What follows belongs to an exercise in optimizing a design on an open flow for small area; a production flow would make more cautious choices.
Only simulation tests tie the RTL to the original design; equivalence was not proved.
Power is estimated from default activity; no workload was simulated.

==> flow/design.v (excerpt) <==
module blockRunner(
    input wire CLK,              
    input wire RST_BTN,          
    output wire VGA_HS_O,        
    output wire VGA_VS_O,        
    output reg [3:0] VGA_R,      
    output reg [3:0] VGA_G,      
    output reg [3:0] VGA_B,      
    output wire a, ba, c, d, e, f, g,
    output wire a1, ba1, c1, d1, e1, f1, g1,
    output wire a2, ba2, c2, d2, e2, f2, g2,
    output wire a3, ba3, c3, d3, e3, f3, g3,
    input SW0,
    input KEY0,
    input KEY1,
    input KEY2,
    input KEY3
    );
    localparam menu = 2'd0, lose = 2'd1, playingDay = 2'd2, playingNight = 2'd3;
    reg [1:0] s;
    wire playing = s[1];
    wire inMenu  = (s == menu);
    wire inLose  = (s == lose);
    wire night   = (s == playingNight);
    reg pix_stb, ph;
    always @(posedge CLK)
        if (!RST_BTN) {pix_stb, ph} <= 2'b00;
        else          {pix_stb, ph} <= {ph, ~ph};
    wire [9:0] hx;
    wire [9:0] v;
    vga640x480 display (
        .i_clk(CLK), .i_pix_stb(pix_stb), .i_rst(~RST_BTN),
        .o_hs(VGA_HS_O), .o_vs(VGA_VS_O), .o_hx(hx), .o_v(v)
    );
    wire blank = hx[9] & hx[8];           
    reg [9:0]  cl;                  
    reg        nightToggle;         
    reg [3:0]  oneC, tenC, hunC, thoC;      
    reg [3:0]  oneH, tenH, hunH, thoH;      
    reg [2:0]  m6;                          
    reg [1:0]  s_d;                         
    reg        SW0_d;
    reg        crouch;              
    reg [12:0] count;
    reg [6:0]  count2;
    reg        st_count2;
    reg [7:0]  dinoYh;              
    reg [1:0]  direction;
    reg [9:0]  P;                   
    reg [2:0]  t1, t2, t4;          
    reg [3:0]  t3;                  
    reg [3:0]  rnd;                 
    reg [1:0]  spd;                 
    reg [12:0] countB1;
  ...
Settings: LEC_CHECK=0, CAP_MARGIN=20, CORE_MARGIN=2, CORE_UTILIZATION=40, SLEW_MARGIN=20; clock period 10.0 ns.
standard.sh (not shown) runs the stock make flow with config.mk's settings and CLKGATE_MAP_FILE= SYNTH_SCRIPT=/design/flow/synth_recipe.tcl, a recipe that flattens the netlist after the stock synthesis.
==> flow/flow/run.sh <==
#!/bin/bash
# Own layout flow: the standard synthesis, then an area re-mapping of the logic between the
# registers (reabc.sh), then the standard layout from floorplan to finish.
# Each tool writes its full output to a log of its own in the work folder.
set -euo pipefail
HERE=$(cd "$(dirname "${BASH_SOURCE[0]}")" && pwd)
WORK=$(cd "$HERE/.." && pwd)
cd "$WORK"
YOSYS=$FLOW_HOME/../tools/install/yosys/bin/yosys
[[ -x $YOSYS ]] || YOSYS=yosys
LIB=$FLOW_HOME/platforms/$FLOW_PLATFORM/lib/sky130_fd_sc_hd__tt_025C_1v80.lib
R=$WORK/orfs/results/$FLOW_PLATFORM/blockRunner/base

bash standard.sh synth > "$WORK/flow_1_synth.log" 2>&1
cp "$R/1_2_yosys.v" "$WORK/1_2_yosys.standard.v"
YOSYS=$YOSYS bash "$HERE/reabc.sh" "$WORK/1_2_yosys.standard.v" "$WORK/1_2_yosys.reabc.v" "$LIB" "$FLOW_TOP" "$WORK/flow_2_reabc.log"
cp "$WORK/1_2_yosys.reabc.v" "$R/1_2_yosys.v"
rm -f "$R/1_synth.odb"
# Port buffers as the standard flow places them, but of the smallest buffer cell; a clock tree of
# small buffers without dummy loads.
bash standard.sh finish \
  "BUFFER_PORTS_ARGS=-buffer_cell sky130_fd_sc_hd__buf_1" \
  "CTS_ARGS=-sink_clustering_enable -repair_clock_nets -dont_use_dummy_load -buf_list {sky130_fd_sc_hd__clkbuf_4 sky130_fd_sc_hd__clkbuf_8} -root_buf sky130_fd_sc_hd__clkbuf_16 -sink_clustering_size 20 -sink_clustering_max_diameter 60" \
  > "$WORK/flow_3_layout.log" 2>&1
==> flow/flow/reabc.sh <==
#!/bin/bash
# usage: reabc.sh IN.v OUT.v LIB TOP LOG
# Re-maps the combinational logic of a mapped netlist for area with yosys/abc.
# Registers and tie cells are kept as black boxes, so their instances, names and cell types stay.
set -euo pipefail
IN=$1; OUT=$2; LIB=$3; TOP=$4; LOG=$5
YOSYS=${YOSYS:-yosys}
KEEP=$(grep -oE 'sky130_fd_sc_hd__(df|edf|sdf|dl|conb)[a-z0-9_]*' "$IN" | sort -u | tr '\n' ' ')
SCRIPT=${REABC_SCRIPT:-"+strash;dc2;dch,-f;map,-a;mfs2;strash;dc2;dch,-f;amap;mfs2;strash;dch,-f;amap;mfs2;strash;dch,-f;amap;topo"}
YS=$(dirname "$LOG")/reabc.ys
cat > "$YS" <<EOS
read_liberty -ignore_miss_func $LIB
read_verilog $IN
hierarchy -top $TOP
blackbox $KEEP
flatten
opt_clean
stat -liberty $LIB
abc -liberty $LIB -dont_use *lpflow* -dont_use *probe* -script "$SCRIPT"
opt_clean -purge
hilomap -singleton -hicell sky130_fd_sc_hd__conb_1 HI -locell sky130_fd_sc_hd__conb_1 LO
insbuf -buf sky130_fd_sc_hd__buf_4 A X
opt_clean -purge
stat -liberty $LIB
select -module $TOP
write_verilog -noattr -nohex -nodec -selected $OUT
EOS
$YOSYS -s "$YS" > $LOG 2>&1
Rerun with:
--- a/flow/flow/run.sh
+++ b/flow/flow/run.sh
@@ -23 +23 @@
-  "CTS_ARGS=-sink_clustering_enable -repair_clock_nets -dont_use_dummy_load -buf_list {sky130_fd_sc_hd__clkbuf_4 sky130_fd_sc_hd__clkbuf_8} -root_buf sky130_fd_sc_hd__clkbuf_16 -sink_clustering_size 20 -sink_clustering_max_diameter 60" \
+  "CTS_ARGS=-sink_clustering_enable -repair_clock_nets -dont_use_dummy_load -buf_list sky130_fd_sc_hd__clkbuf_8 -root_buf sky130_fd_sc_hd__clkbuf_16 -sink_clustering_size 20 -sink_clustering_max_diameter 60" \
--- a/flow/flow/reabc.sh
+++ b/flow/flow/reabc.sh
@@ -3 +3,3 @@
-# Re-maps the combinational logic of a mapped netlist for area with yosys/abc.
+# Re-maps the combinational logic of a mapped netlist for area with yosys/abc. The AIG is first
+# restructured for size with ABC's &deepsyn (time-limited) from several random seeds in parallel,
+# each then mapped for area; the smallest result is kept.
@@ -7,0 +10,2 @@
+DIR=$(dirname "$LOG")/reabc_runs
+mkdir -p "$DIR"
@@ -9,3 +13,5 @@
-SCRIPT=${REABC_SCRIPT:-"+strash;dc2;dch,-f;map,-a;mfs2;strash;dc2;dch,-f;amap;mfs2;strash;dch,-f;amap;mfs2;strash;dch,-f;amap;topo"}
-YS=$(dirname "$LOG")/reabc.ys
-cat > "$YS" <<EOS
+B="strash;dc2;dch,-f;amap;mfs2"
+SEEDS=${REABC_SEEDS:-"1 2 3 4"}
+for S in $SEEDS; do
+  SCRIPT="+strash;&get,-n;&deepsyn,-T,240,-S,$S;&put;dch,-f;map,-a;mfs2;$B;$B;strash;dch,-f;amap;topo"
+  cat > "$DIR/reabc_$S.ys" <<EOS
@@ -22 +28 @@
-insbuf -buf sky130_fd_sc_hd__buf_4 A X
+insbuf -buf sky130_fd_sc_hd__buf_1 A X
@@ -26 +32 @@
-write_verilog -noattr -nohex -nodec -selected $OUT
+write_verilog -noattr -nohex -nodec -selected $DIR/out_$S.v
@@ -28 +34,14 @@
-$YOSYS -s "$YS" > $LOG 2>&1
+  $YOSYS -s "$DIR/reabc_$S.ys" > "$DIR/reabc_$S.log" 2>&1 &
+done
+wait
+BEST=""; BESTA=""
+for S in $SEEDS; do
+  A=$(grep "Chip area" "$DIR/reabc_$S.log" | tail -1 | awk '{print $NF}')
+  echo "seed $S: area $A" >> "$LOG"
+  if [[ -s "$DIR/out_$S.v" && -n "$A" ]] && { [[ -z "$BESTA" ]] || awk -v a="$A" -v b="$BESTA" 'BEGIN{exit !(a<b)}'; }; then
+    BEST=$S; BESTA=$A
+  fi
+done
+[[ -n "$BEST" ]] || { echo "no result" >> "$LOG"; exit 1; }
+echo "kept seed $BEST: area $BESTA" >> "$LOG"
+cp "$DIR/out_$BEST.v" "$OUT"
The changed run produced a clean layout.
Count of clock-buffer cells in the layout stays the same.
Sequential cell count does not change.
Final cell count came out lower by 8.6%.
Synthesized area came out lower by 7.0%.
Global-route usage came out lower by 1.5 points.
Final area came out lower by 7.3%.
Via count came out lower by 9.7%.
Total power came out lower by about 4.4%.
Non-clock buffer count came out lower by 6.


v25:
blockRunner again, from the RTL that the note above started with.
// blockRunner
module blockRunner(
    input wire CLK,              
    input wire RST_BTN,          
    output wire VGA_HS_O,        
    output wire VGA_VS_O,        
    output reg [3:0] VGA_R,      
    output reg [3:0] VGA_G,      
    output reg [3:0] VGA_B,      
    output wire a, ba, c, d, e, f, g,
    output wire a1, ba1, c1, d1, e1, f1, g1,
    output wire a2, ba2, c2, d2, e2, f2, g2,
    output wire a3, ba3, c3, d3, e3, f3, g3,
    input SW0,
    input KEY0,
    input KEY1,
    input KEY2,
    input KEY3
    );
    localparam menu = 2'd0, lose = 2'd1, playingDay = 2'd2, playingNight = 2'd3;
    reg [1:0] s;
    wire playing = s[1];
    wire inMenu  = (s == menu);
    wire inLose  = (s == lose);
    wire night   = (s == playingNight);
    reg pix_stb, ph;
    always @(posedge CLK)
        if (!RST_BTN) {pix_stb, ph} <= 2'b00;
        else          {pix_stb, ph} <= {ph, ~ph};
    wire [9:0] hx;
    wire [9:0] v;
    vga640x480 display (
  ...
==> flow/config.mk <==
export PLATFORM = sky130hd
export DESIGN_NAME = blockRunner
export DESIGN_NICKNAME = blockRunner
export VERILOG_FILES = /design/flow/design.v
export SDC_FILE = /design/flow/constraint.sdc
export NUM_CORES = 4
export LEC_CHECK = 0
export CAP_MARGIN = 20
export CORE_MARGIN = 2
export CORE_UTILIZATION = 40
export SLEW_MARGIN = 20
==> flow/constraint.sdc <==
create_clock -name core_clock -period 10.0 [get_ports {CLK}]
set_input_delay 2.0000 -clock core_clock [delete_from_list [all_inputs] [get_ports {CLK}]]
set_output_delay 2.0000 -clock core_clock [all_outputs]
set_load 0.01 [all_outputs]
==> flow/flow/run.sh <==
#!/bin/bash
# Own layout flow: the standard synthesis, then an area re-mapping of the logic between the
# registers (reabc.sh), then the standard layout from floorplan to finish.
# Each tool writes its full output to a log of its own in the work folder.
set -euo pipefail
HERE=$(cd "$(dirname "${BASH_SOURCE[0]}")" && pwd)
WORK=$(cd "$HERE/.." && pwd)
cd "$WORK"
YOSYS=$FLOW_HOME/../tools/install/yosys/bin/yosys
[[ -x $YOSYS ]] || YOSYS=yosys
LIB=$FLOW_HOME/platforms/$FLOW_PLATFORM/lib/sky130_fd_sc_hd__tt_025C_1v80.lib
R=$WORK/orfs/results/$FLOW_PLATFORM/blockRunner/base

bash standard.sh synth > "$WORK/flow_1_synth.log" 2>&1
cp "$R/1_2_yosys.v" "$WORK/1_2_yosys.standard.v"
YOSYS=$YOSYS bash "$HERE/reabc.sh" "$WORK/1_2_yosys.standard.v" "$WORK/1_2_yosys.reabc.v" "$LIB" "$FLOW_TOP" "$WORK/flow_2_reabc.log"
cp "$WORK/1_2_yosys.reabc.v" "$R/1_2_yosys.v"
rm -f "$R/1_synth.odb"
# Port buffers as the standard flow places them, but of the smallest buffer cell; a clock tree of
# small buffers without dummy loads.
bash standard.sh finish \
  "BUFFER_PORTS_ARGS=-buffer_cell sky130_fd_sc_hd__buf_1" \
  "CTS_ARGS=-sink_clustering_enable -repair_clock_nets -dont_use_dummy_load -buf_list sky130_fd_sc_hd__clkbuf_8 -root_buf sky130_fd_sc_hd__clkbuf_16 -sink_clustering_size 20 -sink_clustering_max_diameter 60" \
  > "$WORK/flow_3_layout.log" 2>&1
==> flow/flow/reabc.sh <==
#!/bin/bash
# usage: reabc.sh IN.v OUT.v LIB TOP LOG
# Re-maps the combinational logic of a mapped netlist for area with yosys/abc.
# The AIG is first restructured for size with ABC's &deepsyn (time-limited), then mapped for area.
# Registers and tie cells are kept as black boxes, so their instances, names and cell types stay.
set -euo pipefail
IN=$1; OUT=$2; LIB=$3; TOP=$4; LOG=$5
YOSYS=${YOSYS:-yosys}
KEEP=$(grep -oE 'sky130_fd_sc_hd__(df|edf|sdf|dl|conb)[a-z0-9_]*' "$IN" | sort -u | tr '\n' ' ')
B="strash;dc2;dch,-f;amap;mfs2"
SCRIPT=${REABC_SCRIPT:-"+strash;&get,-n;&deepsyn,-T,240,-S,1;&put;dch,-f;map,-a;mfs2;$B;$B;strash;dch,-f;amap;topo"}
YS=$(dirname "$LOG")/reabc.ys
cat > "$YS" <<EOS
read_liberty -ignore_miss_func $LIB
read_verilog $IN
hierarchy -top $TOP
blackbox $KEEP
flatten
opt_clean
stat -liberty $LIB
abc -liberty $LIB -dont_use *lpflow* -dont_use *probe* -script "$SCRIPT"
opt_clean -purge
hilomap -singleton -hicell sky130_fd_sc_hd__conb_1 HI -locell sky130_fd_sc_hd__conb_1 LO
insbuf -buf sky130_fd_sc_hd__buf_1 A X
opt_clean -purge
stat -liberty $LIB
select -module $TOP
write_verilog -noattr -nohex -nodec -selected $OUT
EOS
$YOSYS -s "$YS" > $LOG 2>&1
Changes in v51 relative to v25:
==> flow/flow/reabc.sh <==
#!/bin/bash
# usage: reabc.sh IN.v OUT.v LIB TOP LOG
# Re-maps the combinational logic of a mapped netlist for area with yosys/abc.
# Registers and tie cells are kept as black boxes, so their instances, names and cell types stay.
set -euo pipefail
IN=$1; OUT=$2; LIB=$3; TOP=$4; LOG=$5
YOSYS=${YOSYS:-yosys}
KEEP=$(grep -oE 'sky130_fd_sc_hd__(df|edf|sdf|dl|conb)[a-z0-9_]*' "$IN" | sort -u | tr '\n' ' ')
SCRIPT=${REABC_SCRIPT:-"+strash;dc2;dch,-f;map,-a;mfs2;strash;dc2;dch,-f;amap;mfs2;strash;dch,-f;amap;mfs2;strash;dch,-f;amap;topo"}
YS=$(dirname "$LOG")/reabc.ys
cat > "$YS" <<EOS
read_liberty -ignore_miss_func $LIB
read_verilog $IN
hierarchy -top $TOP
blackbox $KEEP
flatten
opt_clean
stat -liberty $LIB
abc -liberty $LIB -dont_use *lpflow* -dont_use *probe* -script "$SCRIPT"
opt_clean -purge
hilomap -singleton -hicell sky130_fd_sc_hd__conb_1 HI -locell sky130_fd_sc_hd__conb_1 LO
insbuf -buf sky130_fd_sc_hd__buf_4 A X
opt_clean -purge
stat -liberty $LIB
select -module $TOP
write_verilog -noattr -nohex -nodec -selected $OUT
EOS
$YOSYS -s "$YS" > $LOG 2>&1
==> results.txt <==
Number of optimization iterations in the first detailed-route pass (lower): v51. Changes observed in v51 relative to v25: number of filler cells placed in the layout moved up, x dimension of the die moved up, via count of the first global-routing pass moved up. v51 vs. v25: minimum clock period now sits higher, achievable frequency comparable.
Here is what was changed in the inputs of v49 compared with v51.
--- a/flow/flow/run.sh
+++ b/flow/flow/run.sh
@@ -21,4 +21,4 @@
 bash standard.sh finish \
   "BUFFER_PORTS_ARGS=-buffer_cell sky130_fd_sc_hd__buf_1" \
-  "CTS_ARGS=-sink_clustering_enable -repair_clock_nets -dont_use_dummy_load -buf_list sky130_fd_sc_hd__clkbuf_8 -root_buf sky130_fd_sc_hd__clkbuf_16 -sink_clustering_size 20 -sink_clustering_max_diameter 60" \
+  "CTS_ARGS=-sink_clustering_enable -repair_clock_nets -dont_use_dummy_load -buf_list sky130_fd_sc_hd__clkbuf_8 -root_buf sky130_fd_sc_hd__clkbuf_16 -sink_clustering_size 40 -sink_clustering_max_diameter 150 -sink_clustering_levels 1" \
   > "$WORK/flow_3_layout.log" 2>&1
==> results.txt <==
- | clock power share | v49 vs v51 | ≈ equal |
- On detailed-routing wirelength on met1, v51 and v49 are neck and neck.
- v49 -> v51: routed wire length delta 0, exact match
- Diff v49..v51 | global-route usage | unchanged
- v49 -> v51: power delta 0, exact match
- The combinational power was comparable across v51 and v49.
- From v51 to v49 the numbers moved as follows: combinational share of power did not really move, clock power did not really move.
For v2, these inputs were changed with respect to v49:
--- a/flow/flow/run.sh
+++ b/flow/flow/run.sh
@@ -21,4 +21,4 @@
 bash standard.sh finish \
   "BUFFER_PORTS_ARGS=-buffer_cell sky130_fd_sc_hd__buf_1" \
-  "CTS_ARGS=-sink_clustering_enable -repair_clock_nets -dont_use_dummy_load -buf_list sky130_fd_sc_hd__clkbuf_8 -root_buf sky130_fd_sc_hd__clkbuf_16 -sink_clustering_size 40 -sink_clustering_max_diameter 150 -sink_clustering_levels 1" \
+  "CTS_ARGS=-repair_clock_nets -dont_use_dummy_load -buf_list sky130_fd_sc_hd__clkbuf_8 -root_buf sky130_fd_sc_hd__clkbuf_16" \
   > "$WORK/flow_3_layout.log" 2>&1
Findings:
- v49 -> v2: core utilization flat
- | critical path data required time | v2 vs v49 | ≈ equal |
- For total die area, v49 and v2 come out practically identical.
- Wire length: v2 vs v49 identical
- As far as number of ordinary inverters in the final layout goes, v49 and v2 are indistinguishable; the numbers are identical.
- TritonCTS buffer count across v2 and v49: no real change.
- v2 against v49: share of total power in the clock network saw little to no change, layout overhead on the synthesized area saw little to no change, non-clock buffer contribution to total cell area saw little to no change.

afterwards: timing with drivers on the ports:
The flow's constraints put no driver on any port. The routed layouts listed below were extracted and timed again, unchanged, in two steps. Step 1 sets driving cells, clkbuf_16 on the clock port and buf_2 on the other inputs (assumed; they add their load-dependent delay and slew). Step 2 times the ports against the registers' clock, not the clock port: input delays grow and output delays shrink by t, the midpoint of the rising clock arrivals with the driver on. Three values: ideal ports, drivers, drivers and shift; two values: the first two.
run | t (ns) | setup WS [ns] | worst hold slack (ns) | slew at the worst register clock pin (ns) | worst data-port slew with drivers (ns)
the first run of note 1 | 0.420 | 0.785 / 0.738 / 1.158 | 0.426 / 0.426 / 0.426 | 0.10 / 0.10 | 0.03
the second run of note 1 | 0.417 | 0.812 / 0.766 / 1.183 | 0.404 / 0.404 / 0.404 | 0.10 / 0.10 | 0.03
v25 | 0.416 | 0.799 / 0.752 / 1.168 | 0.407 / 0.407 / 0.407 | 0.10 / 0.10 | 0.03
v51 | 0.420 | 0.785 / 0.738 / 1.158 | 0.426 / 0.426 / 0.426 | 0.10 / 0.10 | 0.03
v49 | 0.420 | 0.785 / 0.738 / 1.158 | 0.426 / 0.426 / 0.426 | 0.10 / 0.10 | 0.03
v2 | 0.420 | 0.785 / 0.738 / 1.158 | 0.426 / 0.426 / 0.426 | 0.10 / 0.10 | 0.03
After both steps every run listed still meets setup and hold.
